Source: an optimization exercise on an open RTL-to-GDS flow (aim: small area). Production flows keep margins and buffers that such runs may drop.
In this exercise RTL edits were held to simulation tests only and were not proved equivalent to the original.
Power and IR drop assume default switching activity.

`flow/design.v`:
```
`timescale 1ns / 1ps
module Register #(parameter [15:0] RESET_VALUE = 16'h0000) (I, E, FunSel, Clock, Reset, Q);
    input wire [15:0] I;
    input wire E;
    input wire [2:0] FunSel;
    input wire Clock;
    input wire Reset;  
    output reg [15:0] Q;
    always @(posedge Clock) begin
        if (~Reset)
            Q <= RESET_VALUE;
        else if(E) begin
            case(FunSel)
                3'b000: Q <= Q - 16'd1;
                3'b001: Q <= Q + 16'd1;
                3'b010: Q <= I;
                3'b011: Q <= 16'b0;
                3'b100: Q <= {8'b0, I[7:0]};
                3'b101: Q[7:0] <= I[7:0];
                3'b110: Q[15:8] <= I[7:0];
                3'b111: Q[15:0] <= { {8{I[7]}}, I[7:0] };
            endcase
        end
    end
endmodule
`timescale 1ns / 1ps
module RegisterFile(I, OutASel, OutBSel, FunSel, RegSel, ScrSel, Clock, Reset, OutA, OutB);
    input wire [15:0] I;
    input wire [2:0] OutASel;
    input wire [2:0] OutBSel;
    input wire [2:0] FunSel;
    input wire [3:0] RegSel;
    input wire [3:0] ScrSel;
    input wire Clock;
    input wire Reset;
    output reg [15:0] OutA;
    output reg [15:0] OutB;
    wire [15:0] R1_Q, R2_Q, R3_Q, R4_Q;
    wire [15:0] S1_Q, S2_Q, S3_Q, S4_Q;
    Register R1(.I(I), .E(~RegSel[3]), .FunSel(FunSel), .Clock(Clock), .Reset(Reset), .Q(R1_Q));
    Register R2(.I(I), .E(~RegSel[2]), .FunSel(FunSel), .Clock(Clock), .Reset(Reset), .Q(R2_Q));
    Register R3(.I(I), .E(~RegSel[1]), .FunSel(FunSel), .Clock(Clock), .Reset(Reset), .Q(R3_Q));
    Register R4(.I(I), .E(~RegSel[0]), .FunSel(FunSel), .Clock(Clock), .Reset(Reset), .Q(R4_Q));
    Register S1(.I(I), .E(~ScrSel[3]), .FunSel(FunSel), .Clock(Clock), .Reset(Reset), .Q(S1_Q));
    Register S2(.I(I), .E(~ScrSel[2]), .FunSel(FunSel), .Clock(Clock), .Reset(Reset), .Q(S2_Q));
    Register S3(.I(I), .E(~ScrSel[1]), .FunSel(FunSel), .Clock(Clock), .Reset(Reset), .Q(S3_Q));
    Register S4(.I(I), .E(~ScrSel[0]), .FunSel(FunSel), .Clock(Clock), .Reset(Reset), .Q(S4_Q));
    always @(*) begin
        case(OutASel)
            3'b000: OutA = R1_Q;
            3'b001: OutA = R2_Q;
            3'b010: OutA = R3_Q;
            3'b011: OutA = R4_Q;
            3'b100: OutA = S1_Q;
            3'b101: OutA = S2_Q;
            3'b110: OutA = S3_Q;
            3'b111: OutA = S4_Q;
        endcase
        case(OutBSel)
            3'b000: OutB = R1_Q;
            3'b001: OutB = R2_Q;
            3'b010: OutB = R3_Q;
            3'b011: OutB = R4_Q;
            3'b100: OutB = S1_Q;
            3'b101: OutB = S2_Q;
            3'b110: OutB = S3_Q;
            3'b111: OutB = S4_Q;
        endcase
    end
endmodule
`timescale 1ns / 1ps
module AddressRegisterFile(I, OutCSel, OutDSel, FunSel, RegSel, Clock, Reset, OutC, OutD);
    input wire [15:0] I;
    input wire [1:0] OutCSel;
    input wire [1:0] OutDSel;
    input wire [2:0] FunSel;
    input wire [2:0] RegSel;
    input Clock;
    input Reset;
    output reg [15:0] OutC;
    output reg [15:0] OutD;
    wire [15:0] PC_Q, AR_Q, SP_Q;
    Register #(.RESET_VALUE(16'd0))   PC(.I(I), .E(~RegSel[2]), .FunSel(FunSel), .Clock(Clock), .Reset(Reset), .Q(PC_Q));
    Register #(.RESET_VALUE(16'd0))   AR(.I(I), .E(~RegSel[1]), .FunSel(FunSel), .Clock(Clock), .Reset(Reset), .Q(AR_Q));
    Register #(.RESET_VALUE(16'd255)) SP(.I(I), .E(~RegSel[0]), .FunSel(FunSel), .Clock(Clock), .Reset(Reset), .Q(SP_Q));
    always @(*) begin
        case(OutCSel)
            2'b00: OutC = PC_Q;
            2'b01: OutC = PC_Q;
            2'b10: OutC = AR_Q;
            2'b11: OutC = SP_Q;
        endcase
        case(OutDSel)
            2'b00: OutD = PC_Q;
            2'b01: OutD = PC_Q;
            2'b10: OutD = AR_Q;
            2'b11: OutD = SP_Q;
        endcase
    end
endmodule
`timescale 1ns / 1ps
module InstructionRegister(I, Write, LH, Clock, Reset, IROut, IRNext);
    input wire [7:0] I;
    input wire Write;
    input wire LH;
    input wire Clock;
    input wire Reset;
    output reg [15:0] IROut;
    output reg [15:0] IRNext;  
    always @(*) begin
        IRNext = IROut;
        if(Write) begin
            case(LH)
                1'b0: IRNext[7:0] = I;
                1'b1: IRNext[15:8] = I;
            endcase
        end
        if (~Reset)
            IRNext = 16'b0;
    end
    always @(posedge Clock) begin
        IROut <= IRNext;
    end
endmodule
`timescale 1ns / 1ps
module ArithmeticLogicUnit(A, B, FunSel, WF, Clock, Reset, ALUOut, FlagsOut, FlagsNext);
    input wire [15:0] A;
    input wire [15:0] B;
    input wire [4:0] FunSel;
    input wire WF;
    input wire Clock;
    input wire Reset;
    output reg [15:0] ALUOut;
    output reg [3:0] FlagsOut;  
    output reg [3:0] FlagsNext;  
    reg Z, C, N, O;
    reg [15:0] comp;  
    always @(*) begin
        C = 1'b0;
        N = 1'b0;
        O = 1'b0;
        comp = ~B;
        ALUOut = 16'b0;
        case(FunSel)
            5'b00000: ALUOut = {8'b0, A[7:0]};
            5'b00001: ALUOut = {8'b0, B[7:0]};
            5'b00010: ALUOut = {8'b0, ~A[7:0]};
            5'b00011: ALUOut = {8'b0, ~B[7:0]};
            5'b00100:  begin  
                ALUOut = 16'b0;
                {C, ALUOut[7:0]} = A[7:0] + B[7:0];
                    if ((~A[7] == ALUOut[7]) && (~B[7] == ALUOut[7]))
                       O = 1;
                   else
                       O = 0;
            end
            5'b00101:  begin  
                ALUOut = 16'b0;
                {C, ALUOut[7:0]} = A[7:0] + B[7:0] + FlagsOut[2];
                    if ((~A[7] == ALUOut[7]) && (~B[7] == ALUOut[7]))
                       O = 1;
                   else
                       O = 0;
            end
            5'b00110: begin  
                ALUOut = 16'b0;
                {C, ALUOut[7:0]} = A[7:0] + comp[7:0] + 1;
                if ((~A[7] == ALUOut[7]) && (B[7] == ALUOut[7]))
                    O = 1;
                else
                    O = 0;
            end
            5'b00111: ALUOut = {8'b0, A[7:0] & B[7:0]};
            5'b01000: ALUOut = {8'b0, A[7:0] | B[7:0]};
            5'b01001: ALUOut = {8'b0, A[7:0] ^ B[7:0]};
            5'b01010: ALUOut = {8'b0, ~(A[7:0] & B[7:0])};
            5'b01011: begin  
                ALUOut = {8'b0, A[6:0], 1'b0};
                C = A[7];
            end
            5'b01100: begin  
                ALUOut = {8'b0, 1'b0, A[7:1]};
                C = A[0];
            end
            5'b01101: begin  
                ALUOut = {8'b0, A[7], A[7:1]};
                C = A[0];
            end
            5'b01110: begin  
                C = A[7];
                ALUOut = {8'b0, A[6:0], FlagsOut[2]};
            end
            5'b01111: begin  
                C = A[0];
                ALUOut = {8'b0, FlagsOut[2], A[7:1]};
            end
            5'b10000: ALUOut = A;
            5'b10001: ALUOut = B;
            5'b10010: ALUOut = ~A;
            5'b10011: ALUOut = ~B;
            5'b10100: begin  
                {C, ALUOut} = A + B;
                if ((~A[15] == ALUOut[15]) && (~B[15] == ALUOut[15]))
                    O = 1;
                else
                    O = 0;
            end
            5'b10101: begin  
                {C, ALUOut} = A + B + FlagsOut[2];
                if ((~A[15] == ALUOut[15]) && (~B[15] == ALUOut[15]))
                    O = 1;
                else
                    O = 0;
            end
            5'b10110: begin  
                {C, ALUOut} = A + comp + 1;
                if ((~A[15] == ALUOut[15]) && (B[15] == ALUOut[15]))
                    O = 1;
                else
                    O = 0;
            end
            5'b10111: ALUOut = A & B;
            5'b11000: ALUOut = A | B;
            5'b11001: ALUOut = A ^ B;
            5'b11010: ALUOut = ~(A & B);
            5'b11011: begin  
                ALUOut = {A[14:0], 1'b0};
                C = A[15];
            end
            5'b11100: begin  
                ALUOut = {1'b0, A[15:1]};
                C = A[0];
            end
            5'b11101: begin  
                ALUOut = {A[15], A[15:1]};
                C = A[0];
            end
            5'b11110: begin  
                C = A[15];
                ALUOut = {A[14:0], FlagsOut[2]};
            end
            5'b11111: begin  
                C = A[0];
                ALUOut = {FlagsOut[2], A[15:1]};
            end
        endcase
        if ((FunSel[4] && ALUOut == 16'b0) || (~FunSel[4] && ALUOut[7:0] == 8'b0))
            Z = 1;
        else
            Z = 0;
        if ((FunSel != 5'b01101) && (FunSel != 5'b11101)) begin
            if ((FunSel[4] && ALUOut[15]) || (~FunSel[4] && ALUOut[7]))
                N = 1;
            else
                N = 0;
        end
    end
    always @(*) begin
        FlagsNext = FlagsOut;
        if(WF) begin
            case (FunSel[3:0])
                4'b0100: begin
                    FlagsNext[0] = O;
                    FlagsNext[2] = C;
                end
                4'b0101: begin
                    FlagsNext[0] = O;
                    FlagsNext[2] = C;
                end
                4'b0110: begin
                    FlagsNext[0] = O;
                    FlagsNext[2] = C;
                end
                4'b1011: FlagsNext[2] = C;
                4'b1100: FlagsNext[2] = C;
                4'b1101: FlagsNext[2] = C;
                4'b1110: FlagsNext[2] = C;
                4'b1111: FlagsNext[2] = C;
                default: ;
            endcase
            if ((FunSel != 5'b01101) && (FunSel != 5'b11101))
                FlagsNext[1] = N;
            FlagsNext[3] = Z;
        end
        if (~Reset)
            FlagsNext = 4'b0;
    end
    always @(posedge Clock) begin
        FlagsOut <= FlagsNext;
    end
endmodule
`timescale 1ns / 1ps
module ArithmeticLogicUnitSystem(
    RF_OutASel, RF_OutBSel, RF_FunSel, RF_RegSel, RF_ScrSel, ALU_FunSel, ALU_WF, ARF_OutCSel,
    ARF_OutDSel, ARF_FunSel, ARF_RegSel, IR_LH, IR_Write, Mem_WR, Mem_CS, MuxASel, MuxBSel, MuxCSel, Clock,
    Reset, MemData, Address, MuxCOut, IRNext, FlagsNext
    );
    input wire [2:0] RF_OutASel, RF_OutBSel, RF_FunSel;
    input wire [3:0] RF_RegSel, RF_ScrSel;
    input wire [4:0] ALU_FunSel;
    input wire ALU_WF;
    input wire [1:0] ARF_OutCSel, ARF_OutDSel;
    input wire [2:0] ARF_FunSel, ARF_RegSel;
    input wire IR_LH, IR_Write;
    input wire Mem_WR, Mem_CS;
    input wire [1:0] MuxASel, MuxBSel;
    input wire MuxCSel;
    input wire Clock;
    input wire Reset;
    input wire [7:0] MemData;
    output wire [15:0] Address;
    output reg [7:0] MuxCOut;
    output wire [15:0] IRNext;
    output wire [3:0] FlagsNext;
    reg [15:0] MuxAOut, MuxBOut;
    wire [15:0] OutA, OutB, OutC;
    wire [15:0] ALUOut;
    wire [15:0] IRFull;
    wire [7:0] IROut;
    wire [3:0] FlagsOut;
    wire [7:0] MemOut;
    assign MemOut = (~Mem_WR && ~Mem_CS) ? MemData : 8'h00;
    assign IROut = IRFull[7:0];
    RegisterFile RF(.I(MuxAOut), .OutASel(RF_OutASel), .OutBSel(RF_OutBSel), .FunSel(RF_FunSel),
        .RegSel(RF_RegSel), .ScrSel(RF_ScrSel), .Clock(Clock), .Reset(Reset), .OutA(OutA), .OutB(OutB));
    AddressRegisterFile ARF(.I(MuxBOut), .OutCSel(ARF_OutCSel), .OutDSel(ARF_OutDSel), .FunSel(ARF_FunSel),
        .RegSel(ARF_RegSel), .Clock(Clock), .Reset(Reset), .OutC(OutC), .OutD(Address));
    InstructionRegister IR(.I(MemOut), .Write(IR_Write), .LH(IR_LH), .Clock(Clock), .Reset(Reset),
        .IROut(IRFull), .IRNext(IRNext));
    ArithmeticLogicUnit ALU(.A(OutA), .B(OutB), .FunSel(ALU_FunSel), .WF(ALU_WF), .Clock(Clock), .Reset(Reset),
        .ALUOut(ALUOut), .FlagsOut(FlagsOut), .FlagsNext(FlagsNext));
    always @(*) begin
        case(MuxASel)
            2'b00: MuxAOut = ALUOut;
            2'b01: MuxAOut = OutC;
            2'b10: MuxAOut = {8'b0, MemOut};
            2'b11: MuxAOut = {8'b0, IROut};
        endcase
        case(MuxBSel)
            2'b00: MuxBOut = ALUOut;
            2'b01: MuxBOut = OutC;
            2'b10: MuxBOut = {8'b0, MemOut};
            2'b11: MuxBOut = {8'b0, IROut};
        endcase
        case(MuxCSel)
            1'b0: MuxCOut = ALUOut[7:0];
            1'b1: MuxCOut = ALUOut[15:8];
        endcase
    end
endmodule
`timescale 1ns / 1ps
module CPUSystem(Clock, Reset, T, Mem_Address, Mem_WData, Mem_RData, Mem_Read, Mem_Write);
    input wire Clock;
    input wire Reset;
    output wire [7:0] T;
    output wire [15:0] Mem_Address;
    output wire [7:0] Mem_WData;
    input wire [7:0] Mem_RData;
    output wire Mem_Read;
    output wire Mem_Write;
    reg [2:0] RF_OutASel, RF_OutBSel, RF_FunSel;
    reg [3:0] RF_RegSel, RF_ScrSel;
    reg [4:0] ALU_FunSel;
    reg ALU_WF;
    reg [1:0] ARF_OutCSel, ARF_OutDSel;
    reg [2:0] ARF_FunSel, ARF_RegSel;
    reg IR_LH, IR_Write;
    reg Mem_WR, Mem_CS;
    reg [1:0] MuxASel, MuxBSel;
    reg MuxCSel;
    reg [5:0] D;
    reg [1:0] RSEL;
    reg S;
    reg [2:0] DSTREG, SREG1, SREG2;
    reg [7:0] _T;
    reg [7:0] T_n;
    reg [2:0] q_RF_OutASel, q_RF_OutBSel, q_RF_FunSel;
    reg [3:0] q_RF_RegSel, q_RF_ScrSel;
    reg [4:0] q_ALU_FunSel;
    reg q_ALU_WF;
    reg [1:0] q_ARF_OutCSel, q_ARF_OutDSel;
    reg [2:0] q_ARF_FunSel, q_ARF_RegSel;
    reg q_IR_LH, q_IR_Write;
    reg q_Mem_WR, q_Mem_CS;
    reg [1:0] q_MuxASel, q_MuxBSel;
    reg q_MuxCSel;
    reg [5:0] q_D;
    reg [1:0] q_RSEL;
    reg q_S;
    reg [2:0] q_DSTREG, q_SREG1, q_SREG2;
    reg [7:0] q_T;
    reg [7:0] q_Tout;
    wire [15:0] IRNext;
    wire [3:0] FlagsNext;
    ArithmeticLogicUnitSystem _ALUSystem(.RF_OutASel(q_RF_OutASel), .RF_OutBSel(q_RF_OutBSel), .RF_FunSel(q_RF_FunSel),
        .RF_RegSel(q_RF_RegSel), .RF_ScrSel(q_RF_ScrSel), .ALU_FunSel(q_ALU_FunSel), .ALU_WF(q_ALU_WF), .ARF_OutCSel(q_ARF_OutCSel),
        .ARF_OutDSel(q_ARF_OutDSel), .ARF_FunSel(q_ARF_FunSel), .ARF_RegSel(q_ARF_RegSel), .IR_LH(q_IR_LH), .IR_Write(q_IR_Write),
        .Mem_WR(q_Mem_WR), .Mem_CS(q_Mem_CS), .MuxASel(q_MuxASel), .MuxBSel(q_MuxBSel), .MuxCSel(q_MuxCSel), .Clock(Clock),
        .Reset(Reset), .MemData(Mem_RData), .Address(Mem_Address), .MuxCOut(Mem_WData), .IRNext(IRNext), .FlagsNext(FlagsNext)
    );
    assign T = q_Tout;
    assign Mem_Read = ~q_Mem_CS & ~q_Mem_WR;
    assign Mem_Write = ~q_Mem_CS & q_Mem_WR;
    always @(posedge Clock) begin
        q_RF_OutASel <= RF_OutASel; q_RF_OutBSel <= RF_OutBSel; q_RF_FunSel <= RF_FunSel;
        q_RF_RegSel <= RF_RegSel; q_RF_ScrSel <= RF_ScrSel;
        q_ALU_FunSel <= ALU_FunSel; q_ALU_WF <= ALU_WF;
        q_ARF_OutCSel <= ARF_OutCSel; q_ARF_OutDSel <= ARF_OutDSel;
        q_ARF_FunSel <= ARF_FunSel; q_ARF_RegSel <= ARF_RegSel;
        q_IR_LH <= IR_LH; q_IR_Write <= IR_Write;
        q_Mem_WR <= Mem_WR; q_Mem_CS <= Mem_CS;
        q_MuxASel <= MuxASel; q_MuxBSel <= MuxBSel; q_MuxCSel <= MuxCSel;
        q_D <= D; q_RSEL <= RSEL; q_S <= S;
        q_DSTREG <= DSTREG; q_SREG1 <= SREG1; q_SREG2 <= SREG2;
        q_T <= _T; q_Tout <= T_n;
    end
    always @(*) begin
        RF_OutASel = q_RF_OutASel; RF_OutBSel = q_RF_OutBSel; RF_FunSel = q_RF_FunSel;
        RF_RegSel = q_RF_RegSel; RF_ScrSel = q_RF_ScrSel;
        ALU_FunSel = q_ALU_FunSel; ALU_WF = q_ALU_WF;
        ARF_OutCSel = q_ARF_OutCSel; ARF_OutDSel = q_ARF_OutDSel;
        ARF_FunSel = q_ARF_FunSel; ARF_RegSel = q_ARF_RegSel;
        IR_LH = q_IR_LH; IR_Write = q_IR_Write;
        Mem_WR = q_Mem_WR; Mem_CS = q_Mem_CS;
        MuxASel = q_MuxASel; MuxBSel = q_MuxBSel; MuxCSel = q_MuxCSel;
        D = q_D; RSEL = q_RSEL; S = q_S;
        DSTREG = q_DSTREG; SREG1 = q_SREG1; SREG2 = q_SREG2;
        _T = q_T; T_n = q_Tout;
        if (~Reset) begin
            RF_OutASel = 3'b0; RF_OutBSel = 3'b0; RF_FunSel = 3'b0;
            ALU_FunSel = 5'b0; ALU_WF = 1'b0;
            ARF_OutCSel = 2'b0; ARF_OutDSel = 2'b0; ARF_FunSel = 3'b0;
            IR_LH = 1'b0; Mem_WR = 1'b0;
            MuxASel = 2'b0; MuxBSel = 2'b0; MuxCSel = 1'b0;
            D = 6'b0; RSEL = 2'b0; S = 1'b0;
            DSTREG = 3'b0; SREG1 = 3'b0; SREG2 = 3'b0;
            T_n = 8'd0;
            _T = 8'd1;
            IR_Write = 1'b0;
            Mem_CS = 1'b1;
            resetSel();
        end
        else begin
            case (_T)
                8'd1: begin
                    T_n = _T;
                    RF_RegSel = 4'b1111;
                    RF_ScrSel = 4'b1111;
                    Mem_CS = 1'b0;
                    Mem_WR = 1'b0;
                    IR_Write = 1'b1;
                    IR_LH = 1'b0;
                    ARF_OutDSel = 2'b00;
                    ARF_RegSel = 3'b011;
                    ARF_FunSel = 3'b001;
                    _T = 8'd2;
                end
                8'd2: begin
                    T_n = _T;
                    IR_LH = 1'b1;
                    _T = 8'd4;
                end
                8'd4: begin
                    T_n = _T;
                    IR_Write = 1'b0;
                    resetSel();
                    decode(IRNext);
                    case (D)
                        6'h00: branch_1();
                        6'h01: begin
                            if (~FlagsNext[3])
                                branch_1();
                            else _T =  8'd1;
                        end
                        6'h02: begin
                            if (FlagsNext[3])
                                branch_1();
                            else _T =  8'd1;
                        end
                        6'h03: begin
                            inc_dec_sp(1'b0);
                            _T = 8'd8;
                        end
                        6'h04: push_1();
                        6'h05: inc_dec_1();
                        6'h06: inc_dec_1();
                        6'h07: one_sreg_1();
                        6'h08: one_sreg_1();
                        6'h09: one_sreg_1();
                        6'h0A: one_sreg_1();
                        6'h0B: one_sreg_1();
                        6'h0C: two_sreg_1();
                        6'h0D: two_sreg_1();
                        6'h0E: one_sreg_1();
                        6'h0F: two_sreg_1();
                        6'h10: two_sreg_1();
                        6'h11: mov(1'b1);
                        6'h12: ldr_1();
                        6'h13: str_1();
                        6'h14: mov(1'b0);
                        6'h15: two_sreg_1();
                        6'h16: two_sreg_1();
                        6'h17: two_sreg_1();
                        6'h18: one_sreg_1();
                        6'h19: two_sreg_1();
                        6'h1A: two_sreg_1();
                        6'h1B: two_sreg_1();
                        6'h1C: two_sreg_1();
                        6'h1D: two_sreg_1();
                        6'h1E: branch_1();
                        6'h1F: begin
                            inc_dec_sp(1'b0);
                            _T = 8'd8;
                        end
                        6'h20: ldrim();
                        6'h21: strim_1();
                    endcase
                end
                8'd8: begin
                    T_n = _T;
                    resetSel();
                    case (D)
                        6'h00: branch_2();
                        6'h01: branch_2();
                        6'h02: branch_2();
                        6'h03: pop_1();
                        6'h04: push_2();
                        6'h05: inc_dec_2(3'b001);
                        6'h06: inc_dec_2(3'b000);
                        6'h07: one_sreg_2(5'b11011, 1'b0);
                        6'h08: one_sreg_2(5'b11100, 1'b0);
                        6'h09: one_sreg_2(5'b11101, 1'b0);
                        6'h0A: one_sreg_2(5'b11110, 1'b0);
                        6'h0B: one_sreg_2(5'b11111, 1'b0);
                        6'h0C: two_sreg_2();
                        6'h0D: two_sreg_2();
                        6'h0E: one_sreg_2(5'b10010, 1'b0);
                        6'h0F: two_sreg_2();
                        6'h10: two_sreg_2();
                        6'h12: ldr_2();
                        6'h13: str_2();
                        6'h15: two_sreg_2();
                        6'h16: two_sreg_2();
                        6'h17: two_sreg_2();
                        6'h18: one_sreg_2(5'b10000, S);
                        6'h19: two_sreg_2();
                        6'h1A: two_sreg_2();
                        6'h1B: two_sreg_2();
                        6'h1C: two_sreg_2();
                        6'h1D: two_sreg_2();
                        6'h1E: bx_1();
                        6'h1F: bl_1();
                        6'h21: strim_2();
                    endcase
                end
                8'd16: begin
                    T_n = _T;
                    resetSel();
                    case (D)
                        6'h00: branch_3();
                        6'h01: branch_3();
                        6'h02: branch_3();
                        6'h03: pop_2();
                        6'h0C: two_sreg_3(5'b10111, 1'b0);
                        6'h0D: two_sreg_3(5'b11000, 1'b0);
                        6'h0F: two_sreg_3(5'b11001, 1'b0);
                        6'h10: two_sreg_3(5'b11010, 1'b0);
                        6'h15: two_sreg_3(5'b10100, 1'b0);
                        6'h16: two_sreg_3(5'b10101, 1'b0);
                        6'h17: two_sreg_3(5'b10110, 1'b0);
                        6'h19: two_sreg_3(5'b10100, S);
                        6'h1A: two_sreg_3(5'b10110, S);
                        6'h1B: two_sreg_3(5'b10111, S);
                        6'h1C: two_sreg_3(5'b11000, S);
                        6'h1D: two_sreg_3(5'b11001, S);
                        6'h1E: bx_2();
                        6'h1F: bl_2();
                        6'h21: strim_3();
                    endcase
                end
                8'd32: begin
                    T_n = _T;
                    resetSel();
                    case (D)
                        6'h1E: bx_3();
                        6'h1F: bl_3();
                        6'h21: strim_4();
                    endcase
                end
                 8'd64: begin
                    T_n = _T;
                    resetSel();
                    case (D)
                        6'h21: begin
                            strim_5();
                        end
                    endcase
                end
                default: resetSel();
            endcase
        end
    end
    task decode (input [15:0] IR);
    begin
        D = IR[15:10];
        RSEL = IR[9:8];
        S = IR[9];
        DSTREG = IR[8:6];
        SREG1 = IR[5:3];
        SREG2 = IR[2:0];
    end
    endtask
    task resetSel ();
    begin
        Mem_CS = 1'b1;
        ARF_RegSel = 3'b111;
        RF_RegSel = 4'b1111;
        RF_ScrSel = 4'b1111;
    end
    endtask
    task branch_1 ();
    begin
        ARF_OutCSel = 2'b00;  
        MuxASel = 2'b01;  
        RF_ScrSel = 4'b0111;  
        RF_FunSel = 3'b010;
        _T = 8'd8;
        end
    endtask
    task branch_2 ();
    begin
        MuxASel = 2'b11;  
        RF_ScrSel = 4'b1011;  
        RF_FunSel = 3'b111;
        _T = 8'd16;
    end
    endtask
    task branch_3 ();
    begin
        RF_OutASel = 3'b100;  
        RF_OutBSel = 3'b101;  
        MuxBSel = 2'b00;
        ARF_RegSel = 3'b011;  
        ARF_FunSel = 3'b010;
        ALU_FunSel = 5'b10100;
        ALU_WF = 1'b0;
        _T = 8'd1;
    end
    endtask
    task inc_dec_sp (input id);
    begin
        ARF_RegSel = 3'b110;  
        ARF_FunSel = id ? 3'b000 : 3'b001;
    end
    endtask
    task  pop_1 ();
    begin
        Mem_CS = 1'b0;
        Mem_WR = 1'b0;  
        ARF_OutDSel = 2'b11;  
        MuxASel = 2'b10;  
        case (RSEL)
            2'b00: RF_RegSel = 4'b0111;  
            2'b01: RF_RegSel = 4'b1011;  
            2'b10: RF_RegSel = 4'b1101;  
            2'b11: RF_RegSel = 4'b1110;  
        endcase
        RF_FunSel = 3'b100;
        inc_dec_sp(1'b0);
        _T = 8'd16;
    end
    endtask
    task pop_2 ();
    begin
        Mem_CS = 1'b0;
        Mem_WR = 1'b0;  
        ARF_OutDSel = 2'b11;  
        MuxASel = 2'b10;  
        case (RSEL)
            2'b00: RF_RegSel = 4'b0111;  
            2'b01: RF_RegSel = 4'b1011;  
            2'b10: RF_RegSel = 4'b1101;  
            2'b11: RF_RegSel = 4'b1110;  
        endcase
        RF_FunSel = 3'b110;
        _T = 8'd1;
    end
    endtask
    task push_1 ();
    begin
        Mem_CS = 1'b0;
        Mem_WR = 1'b1;  
        ARF_OutDSel = 2'b11;  
        RF_OutASel = {1'b0, RSEL};
        MuxCSel = 1'b1;  
        ALU_FunSel = 5'b10000;
        ALU_WF = 1'b0;
        inc_dec_sp(1'b1);
        _T = 8'd8;
    end
    endtask
    task push_2 ();
    begin
        Mem_CS = 1'b0;
        Mem_WR = 1'b1;  
        ARF_OutDSel = 2'b11;  
        RF_OutASel = {1'b0, RSEL};
        MuxCSel = 1'b0;  
        ALU_FunSel = 5'b10000;
        ALU_WF = 1'b0;
        inc_dec_sp(1'b1);
        _T = 8'd1;
    end
    endtask
    task inc_dec_1 ();
    begin
        if (DSTREG[2]) begin
            case (DSTREG)
                3'b100: RF_RegSel = 4'b0111;  
                3'b101: RF_RegSel = 4'b1011;  
                3'b110: RF_RegSel = 4'b1101;  
                3'b111: RF_RegSel = 4'b1110;  
            endcase
            RF_FunSel = 3'b010;
        end
        else begin
            case (DSTREG)
                3'b000: ARF_RegSel = 3'b011;  
                3'b001: ARF_RegSel = 3'b011;  
                3'b010: ARF_RegSel = 3'b110;  
                3'b011: ARF_RegSel = 3'b101;  
            endcase
            ARF_FunSel = 3'b010;
        end
        if (SREG1[2]) begin
            RF_OutASel = {1'b0, SREG1[1:0]};
            ALU_FunSel = 5'b10000;
            ALU_WF = 1'b0;
            if (DSTREG[2])
                MuxASel = 2'b00;  
            else
                MuxBSel = 2'b00;  
        end
        else begin
            case (SREG1)
                3'b000: ARF_OutCSel = 2'b00;  
                3'b001: ARF_OutCSel = 2'b00;  
                3'b010: ARF_OutCSel = 2'b11;  
                3'b011: ARF_OutCSel = 2'b10;  
            endcase
            if (DSTREG[2])
                MuxASel = 2'b01;  
            else
                MuxBSel = 2'b01;  
        end
        _T = 8'd8;
    end
    endtask
    task inc_dec_2 (input [2:0] opcode);
    begin
        if (DSTREG[2]) begin
            case (DSTREG)
                3'b100: RF_RegSel = 4'b0111;  
                3'b101: RF_RegSel = 4'b1011;  
                3'b110: RF_RegSel = 4'b1101;  
                3'b111: RF_RegSel = 4'b1110;  
            endcase
            RF_FunSel = opcode;
        end
        else begin
            case (DSTREG)
                3'b000: ARF_RegSel = 3'b011;  
                3'b001: ARF_RegSel = 3'b011;  
                3'b010: ARF_RegSel = 3'b110;  
                3'b011: ARF_RegSel = 3'b101;  
            endcase
            ARF_FunSel = opcode;
        end
        _T = 8'd1;
    end
    endtask
    task one_sreg_1 ();
    begin
        if (~SREG1[2]) begin
            case (SREG1)
                3'b000: ARF_OutCSel = 2'b00;  
                3'b001: ARF_OutCSel = 2'b00;  
                3'b010: ARF_OutCSel = 2'b11;  
                3'b011: ARF_OutCSel = 2'b10;  
            endcase
            RF_ScrSel = 4'b0111;  
            MuxASel = 2'b01;  
            RF_FunSel = 3'b010;
        end
        _T = 8'd8;
    end
    endtask
    task one_sreg_2 (input [4:0] opcode, input s);
    begin
        if (SREG1[2])
            RF_OutASel = {1'b0, SREG1[1:0]};
        else
            RF_OutASel = 3'b100;  
        if (DSTREG[2]) begin
            case (DSTREG)
                3'b100: RF_RegSel = 4'b0111;  
                3'b101: RF_RegSel = 4'b1011;  
                3'b110: RF_RegSel = 4'b1101;  
                3'b111: RF_RegSel = 4'b1110;  
            endcase
            RF_FunSel = 3'b010;
            MuxASel = 2'b00;  
        end
        else begin
            case (DSTREG)
                3'b000: ARF_RegSel = 3'b011;  
                3'b001: ARF_RegSel = 3'b011;  
                3'b010: ARF_RegSel = 3'b110;  
                3'b011: ARF_RegSel = 3'b101;  
            endcase
            ARF_FunSel = 3'b010;
            MuxBSel = 2'b00;  
        end
        ALU_FunSel = opcode;
        ALU_WF = s;
        _T = 8'd1;
    end
    endtask
    task two_sreg_1 ();
    begin
        if (~SREG1[2]) begin
            case (SREG1)
                3'b000: ARF_OutCSel = 2'b00;  
                3'b001: ARF_OutCSel = 2'b00;  
                3'b010: ARF_OutCSel = 2'b11;  
                3'b011: ARF_OutCSel = 2'b10;  
            endcase
            RF_ScrSel = 4'b0111;  
            MuxASel = 2'b01;  
            RF_FunSel = 3'b010;
        end
        _T = 8'd8;
    end
    endtask
    task two_sreg_2 ();
    begin
       if (~SREG2[2]) begin
            case (SREG2)
                3'b000: ARF_OutCSel = 2'b00;  
                3'b001: ARF_OutCSel = 2'b00;  
                3'b010: ARF_OutCSel = 2'b11;  
                3'b011: ARF_OutCSel = 2'b10;  
            endcase
            RF_ScrSel = 4'b1011;  
            MuxASel = 2'b01;  
            RF_FunSel = 3'b010;
        end
        _T = 8'd16;
    end
    endtask
    task two_sreg_3 (input [4:0] opcode, input s);
    begin
        if (SREG1[2]) 
            RF_OutASel = {1'b0, SREG1[1:0]};
        else
            RF_OutASel = 3'b100;  
        if (SREG2[2])
            RF_OutBSel = {1'b0, SREG2[1:0]};
        else
            RF_OutBSel = 3'b101;  
        if (DSTREG[2]) begin
            case (DSTREG)
                3'b100: RF_RegSel = 4'b0111;  
                3'b101: RF_RegSel = 4'b1011;  
                3'b110: RF_RegSel = 4'b1101;  
                3'b111: RF_RegSel = 4'b1110;  
            endcase
            RF_FunSel = 3'b010;
            MuxASel = 2'b00;  
        end
        else begin
            case (DSTREG)
                3'b000: ARF_RegSel = 3'b011;  
                3'b001: ARF_RegSel = 3'b011;  
                3'b010: ARF_RegSel = 3'b110;  
                3'b011: ARF_RegSel = 3'b101;  
            endcase
            ARF_FunSel = 3'b010;
            MuxBSel = 2'b00;  
        end
        ALU_FunSel = opcode;
        ALU_WF = s;
        _T = 8'd1;
    end
    endtask
    task mov (input lh);
    begin
        case(RSEL)
            2'b00: RF_RegSel = 4'b0111;  
            2'b01: RF_RegSel = 4'b1011;  
            2'b10: RF_RegSel = 4'b1101;  
            2'b11: RF_RegSel = 4'b1110;  
        endcase
        RF_FunSel = lh ? 3'b110 : 3'b101;
        MuxASel = 2'b11;  
        _T = 8'd1;
    end
    endtask
    task ldr_1 ();
    begin
        Mem_CS = 1'b0;
        Mem_WR = 1'b0;  
        ARF_OutDSel = 2'b10;  
        MuxASel = 2'b10;  
        case (RSEL)
            2'b00: RF_RegSel = 4'b0111;  
            2'b01: RF_RegSel = 4'b1011;  
            2'b10: RF_RegSel = 4'b1101;  
            2'b11: RF_RegSel = 4'b1110;  
        endcase
        RF_FunSel = 3'b100;
        inc_dec_sp(1'b0);
        _T = 8'd8;
    end
    endtask
    task ldr_2 ();
    begin
        Mem_CS = 1'b0;
        Mem_WR = 1'b0;  
        ARF_OutDSel = 2'b10;  
        MuxASel = 2'b10;  
        case (RSEL)
            2'b00: RF_RegSel = 4'b0111;  
            2'b01: RF_RegSel = 4'b1011;  
            2'b10: RF_RegSel = 4'b1101;  
            2'b11: RF_RegSel = 4'b1110;  
        endcase
        RF_FunSel = 3'b110;
        inc_dec_sp(1'b1);
        _T = 8'd1;
    end
    endtask
    task str_1 ();
    begin
        Mem_CS = 1'b0;
        Mem_WR = 1'b1;  
        ARF_OutDSel = 2'b10;  
        RF_OutASel = {1'b0, RSEL};
        MuxCSel = 1'b0;  
        ALU_FunSel = 5'b10000;
        ALU_WF = 1'b0;
        inc_dec_sp(1'b0);
        _T = 8'd8;
    end
    endtask
    task str_2 ();
    begin
        Mem_CS = 1'b0;
        Mem_WR = 1'b1;  
        ARF_OutDSel = 2'b10;  
        RF_OutASel = {1'b0, RSEL};
        MuxCSel = 1'b1;  
        ALU_FunSel = 5'b10000;
        ALU_WF = 1'b0;
        inc_dec_sp(1'b1);
        _T = 8'd1;
    end
    endtask
    task bx_1 ();
    begin
        Mem_CS = 1'b0;
        Mem_WR = 1'b1;  
        ARF_OutDSel = 2'b11;  
        RF_OutASel = 3'b100;  
        MuxCSel = 1'b1;  
        ALU_FunSel = 5'b10000;
        ALU_WF = 1'b0;
        inc_dec_sp(1'b1);
        _T = 8'd16;
    end
    endtask
    task bx_2 ();
    begin
        Mem_CS = 1'b0;
        Mem_WR = 1'b1;  
        ARF_OutDSel = 2'b11;  
        RF_OutASel = 3'b100;  
        MuxCSel = 1'b0;  
        ALU_FunSel = 5'b10000;
        ALU_WF = 1'b0;
        inc_dec_sp(1'b1);
        _T = 8'd32;
    end
    endtask
    task bx_3 ();
    begin
        ARF_RegSel = 3'b011;  
        ARF_FunSel = 3'b010;
        RF_OutASel = {1'b0, RSEL};
        MuxBSel = 2'b00;  
        ALU_FunSel = 5'b10000;
        ALU_WF = 1'b0;
        _T = 8'd1;
    end
    endtask
    task bl_1 ();
    begin
        Mem_CS = 1'b0;
        Mem_WR = 1'b0;  
        ARF_OutDSel = 2'b11;  
        MuxBSel = 2'b10;  
        RF_ScrSel = 4'b0111;  
        RF_FunSel = 3'b100;
        inc_dec_sp(1'b0);
        _T = 8'd16;
    end
    endtask
    task bl_2 ();
    begin
        Mem_CS = 1'b0;
        Mem_WR = 1'b0;  
        ARF_OutDSel = 2'b11;  
        MuxBSel = 2'b10;  
        RF_ScrSel = 4'b0111;  
        RF_FunSel = 3'b110;
        _T = 8'd32;
    end
    endtask
    task bl_3 ();
    begin
        ARF_RegSel = 3'b011;  
        ARF_FunSel = 3'b010;
        RF_OutASel = 3'b100;  
        MuxBSel = 2'b00;  
        ALU_FunSel = 5'b10000;
        ALU_WF = 1'b0;
        _T = 8'd1;
    end
    endtask
    task ldrim ();
    begin
        case (RSEL)
            2'b00: RF_RegSel = 4'b0111;  
            2'b01: RF_RegSel = 4'b1011;  
            2'b10: RF_RegSel = 4'b1101;  
            2'b11: RF_RegSel = 4'b1110;  
        endcase
        RF_FunSel = 3'b100;
        MuxASel = 2'b11;  
        _T = 8'd1;
    end
    endtask
    task strim_1 ();
    begin
        RF_ScrSel = 4'b0111;  
        RF_FunSel = 3'b010;
        ARF_OutCSel = 2'b10;  
        MuxASel = 2'b01;  
        _T = 8'd8;
    end
    endtask
    task strim_2 ();
    begin
        RF_ScrSel = 4'b1011;  
        RF_FunSel = 3'b010;
        MuxASel = 2'b11;  
        _T = 8'd16;
    end
    endtask
    task strim_3 ();
    begin
        RF_OutASel = 3'b100;  
        RF_OutBSel = 3'b101;  
        ALU_FunSel = 5'b10100;
        ALU_WF = 1'b0;
        ARF_RegSel = 3'b101;  
        ARF_FunSel = 3'b010;
        MuxBSel = 2'b00;  
        _T = 8'd32;
    end
    endtask
    task strim_4 ();
    begin
        Mem_CS = 1'b0;
        Mem_WR = 1'b1;  
        ARF_OutDSel = 2'b10;  
        RF_OutASel = {1'b0, RSEL};
        MuxCSel = 1'b0;  
        ALU_FunSel = 5'b10000;
        ALU_WF = 1'b0;
        ARF_RegSel = 3'b101;  
        ARF_FunSel = 3'b001;
        _T = 8'd64;
    end
    endtask
    task strim_5 ();
    begin
        Mem_CS = 1'b0;
        Mem_WR = 1'b1;  
        ARF_OutDSel = 2'b10;  
        RF_OutASel = {1'b0, RSEL};
        MuxCSel = 1'b1;  
        ALU_FunSel = 5'b10000;
        ALU_WF = 1'b0;
        ARF_RegSel = 3'b101;  
        ARF_FunSel = 3'b001;
        _T = 8'd1;
    end
    endtask
endmodule
```
`flow/run.sh`:
```
#!/bin/bash
# synth_recipe.tcl (not shown) runs the flow's synth.tcl, then flattens the netlist and writes it again
# the make line also repeats each setting of config.mk as NAME=value (left out here)
make -C /OpenROAD-flow-scripts/flow DESIGN_CONFIG=/design/flow/config.mk WORK_HOME=/design/flow/orfs CLKGATE_MAP_FILE= SYNTH_SCRIPT=/design/flow/synth_recipe.tcl finish
```
`flow/config.mk`:
```
export PLATFORM = sky130hd
export DESIGN_NAME = CPUSystem
export DESIGN_NICKNAME = CPUSystem
export VERILOG_FILES = /design/flow/design.v
export SDC_FILE = /design/flow/constraint.sdc
export NUM_CORES = 4
export LEC_CHECK = 0
export CAP_MARGIN = 20
export CORE_MARGIN = 2
export CORE_UTILIZATION = 40
export SLEW_MARGIN = 20
```
`flow/constraint.sdc`:
```
create_clock -name core_clock -period 12.0 [get_ports {Clock}]
set_input_delay 2.4000 -clock core_clock [delete_from_list [all_inputs] [get_ports {Clock}]]
set_output_delay 2.4000 -clock core_clock [all_outputs]
set_load 0.01 [all_outputs]
```
==> impl_metrics.py <==
metrics = {
    "clocking": {
        "cts_tree": "built",
        "cts_max_level": 1,
        "cts_buffer_depth": 3,
        "cts_buffers": 31,
        "post_cts_buffers": 0,
        "cts_resized": 0,
        "path_clk_slew_ns": 0.06,
        "cts_root_buf": "clkbuf_16",
        "ctsHoldBuffers": 0,
        "insertion_delay_ns": 0.63,
        "cts_sinks": 232,
    },
    "min_path": {
        "hold_path_class": "flop to flop",
    },
    "place": {
        "hpwl_um": 73900,
        "dp_slack_ns": 3.83,
        "port_buffers": 42,
        "placed_cells": 4139,
        "place.gp.congestion": 1.02,
        "placedInstanceArea_um2": 24900,
    },
    "routing": {
        "first_pass_iters": 6,
        "drcViolationCount": 0,
        "drt_iter0_drc": 3713,
        "viasPerCell": 6.53,
        "wl_per_cell_um": 23.8,
        "num_vias": 27400,
        "ant_nets": 0,
        "postRouteWirelength_um": 100000,
    },
    "grt": {
        "track_usage": 0.306,
        "grt_pass1_vias": 24400,
        "antenna_found_initial": 1,
        "grt_pass1_wl_um": 152000,
        "grt-ovfl-total": 0,
        "grt_max_degree": 104,
    },
    "timing": {
        "relSlewSlack": 0.183,
        "grt_setup_unrepaired": "false",
        "fin_ws_ns": 3.07,
        "fin_crit_ns": 8.93,
        "fin_tns_setup_ns": 0,
        "tightestPinTransition_ns": 1.21,
        "fin_crit_sh": 0.744,
        "finalHoldViolCount": 0,
        "final_max_slew_viol_count": 0,
        "max_freq_ghz": 0.112,
        "setup_viol": 0,
        "finalClockSkew_ns": 0.0467,
    },
    "finish": {
        "antennaDiodeCount": 0,
        "area_growth_syn_to_layout_pct": 6.68,
        "final_layout_size_suffix_gt1_frac": 0.0635,
        "fillers": 6387,
        "final_nets": 3472,
        "layout_common_cells": "422 x a21oi_1, 387 x nand2_1, 365 x nor2_1",
        "mostFrequentLayoutCell": "a21oi_1",
        "fin_area_um2": 26000,
        "final_cells": 4199,
    },
    "floorplanning": {
        "die_w_um": 251,
        "core_um2": 60400,
        "die_y_um": 251,
        "die_area_um2": 63000,
        "rows": 90,
        "num_io_pins": 44,
        "initial_core_util": 0.404,
    },
    "setup_path": {
        "worstPathRequired_ns": 9.60,
        "start_kind": "flop",
        "worstPathMaxFanout": 46,
        "critPathKind": "flop to output pin",
        "critPathCaptureType": "output pin",
        "arrival_ns": 6.53,
    },
    "yosys": {
        "ys_types": 99,
        "synth_async_sr_flop_share": 0,
        "syn_inst": 3605,
        "syn_avg_cell_area_um2": 6.77,
        "ys_ff_latch": 232,
        "ys_seq_area_frac": 0.190,
        "synthesis.nets": 3685,
        "synth-edff-count": 0,
        "synth_area_um2": 24400,
        "synth-main-ff-cell": "dfxtp_1",
        "ys_warn_count": 9,
    },
    "run_status": {
        "status": "no timing/DRC/antenna violations",
    },
    "pwr": {
        "switching_share": 0.466,
        "power_frac_clock": 0.248,
        "p_int_mw": 2.19,
        "p_sw_mw": 1.91,
        "power.leakage_nw": 9.60,
        "ir_drop_uv": 129,
        "power_density_nw_per_um2": 158,
        "comb_power_share": 0.508,
        "p_seq_frac": 0.244,
    },
    "job": {
        "cap_violations": 0,
    },
}
state kept, by name, summed over array words and instances, names as in the netlist, 5 cells and up:
signal,flops
_ALUSystem.RF.R2.Q,16
q_D,6
_ALUSystem.ARF.AR.Q,16
q_ALU_FunSel,5
_ALUSystem.RF.R1.Q,16
_ALUSystem.RF.S1.Q,16
_ALUSystem.ARF.PC.Q,16
_ALUSystem.RF.R4.Q,16
_ALUSystem.RF.S2.Q,16
_ALUSystem.IR.IROut,16
q_T,7
_ALUSystem.ARF.SP.Q,16
_ALUSystem.RF.R3.Q,16
q_Tout,7
stage by stage:
step | total power [mW] | util | hold WS, ns
4_1_cts | 4.06 | 0.431 | 0.464
5_1_grt | 4.31 | 0.431 | 0.490
6_report | 4.10 | 0.431 | 0.466
3_5_place_dp | 3.04 | 0.413 | 0.456
2_1_floorplan | 2.34 | - | 0.439
3_3_place_gp | 3.04 | 0.413 | 0.453
worst paths after layout:
path	start	endpoint	slack (ns)	cells past startpoint
max	q_RF_OutBSel[2]	Mem_WData[6]	3.07	16
min	q_Tout[6]	q_Tout[6]	0.47	2
max reg2reg	q_RF_OutBSel[2]	_ALUSystem.RF.R4.Q[13]	4.57	19
min reg2reg	q_Tout[6]	q_Tout[6]	0.47	2
layer usage:
metal | wire length, um | track usage | up-vias | share of wire
met5 | 11 | 0 | - | 0.00011
met4 | 6190 | 0.165 | 2 | 0.062
met3 | 8520 | 0.0449 | 295 | 0.085
met2 | 44500 | 0.484 | 1423 | 0.44
met1 | 40900 | 0.402 | 12900 | 0.41
li1 | - | - | 12800 | -
synthesized netlist by cell type (39+ instances only):
master | instances | area [um^2]
a211oi_1 | 47 | 353
a21oi_1 | 427 | 2140
nand3_1 | 116 | 581
xnor2_1 | 101 | 885
mux2i_1 | 85 | 851
inv_1 | 115 | 432
nor2_1 | 366 | 1370
o21ai_0 | 285 | 1430
nand2_1 | 387 | 1450
clkbuf_1 | 287 | 1080
nand2b_1 | 48 | 300
o22ai_1 | 39 | 244
ha_1 | 68 | 851
nor3_1 | 71 | 355
a221oi_1 | 47 | 412
dfxtp_1 | 232 | 4640
or3_1 | 74 | 463
and3_1 | 65 | 407
o221ai_1 | 69 | 604
power groups by stage:
| stage | Combinational (mW) | Clock (mW) | Sequential, mW |
|---|---|---|---|
| after floorplan | 1.45 | 0 | 0.888 |
| after detailed placement | 2.03 | 0 | 1.01 |
| final | 2.08 | 1.02 | 1.00 |
| after global placement | 2.03 | 0 | 1.01 |
| after global routing | 2.23 | 1.06 | 1.02 |
| after CTS | 2.04 | 1.02 | 0.996 |
cell families after synthesis:
family,synth area share
adders and majority gates,0.0365
xor gates and xnor gates,0.0499
muxes,0.0598
DFF,0.190
AOI/OAI and AO/OA,0.329
and+or+nand+nor,0.262
other,0.000154
buffers and inverters,0.0728
cell type report:
class / instances / area (um^2) / area share
repair buffers: 96 / 825 / 0.0317
multi-input cells: 2913 / 18000 / 0.693
inverters: 118 / 443 / 0.0170
clock buffers: 42 / 887 / 0.0341
clock inverters: 16 / 205 / 0.00789
flip-flops and latches: 232 / 4650 / 0.179
well taps: 782 / 978 / 0.0376
worst max-delay path, cell delays in order (launching register included):
cell             delay, ns
dfxtp_2               0.99
nor2b_1               0.45
a221o_1               0.46
a22oi_1               0.16
a21o_1                0.25
inv_1                 0.15
fa_1                  0.48
a211o_1               0.38
a21oi_2               0.25
nor3_1                0.12
nor4_4                0.40
nand3_1               0.24
nor4_4                0.37
a211oi_1              0.12
a211o_1               0.33
mux2_2                0.27
clkdlybuf4s50_1       0.47

-- afterwards: timing with drivers on the ports --
Ports are ideal in the flow. The routed layout listed here was re-timed in OpenROAD. Step 1 assumes that a clkbuf_16 drives the clock port and a buf_2 every other input. Step 2, shift: input delay + t, output delay - t, t = (earliest + latest rising clock arrival at the registers) / 2. This alone moves slack from input paths to output paths. Slacks: ideal / step 1 / step 2; pairs: ideal / step 1.
shift t [ns]: 0.673
slack for setup (ns): 3.069 / 3.004 / 3.677
worst setup path after step 2: register to output
worst register clock-pin slew, ns: 0.06 / 0.06
worst data-port slew with drivers (ns): 0.04
After both steps setup and hold are still met in this run. The setup slack of this run moves by -0.065 ns with the drivers and by +0.608 ns with both steps.
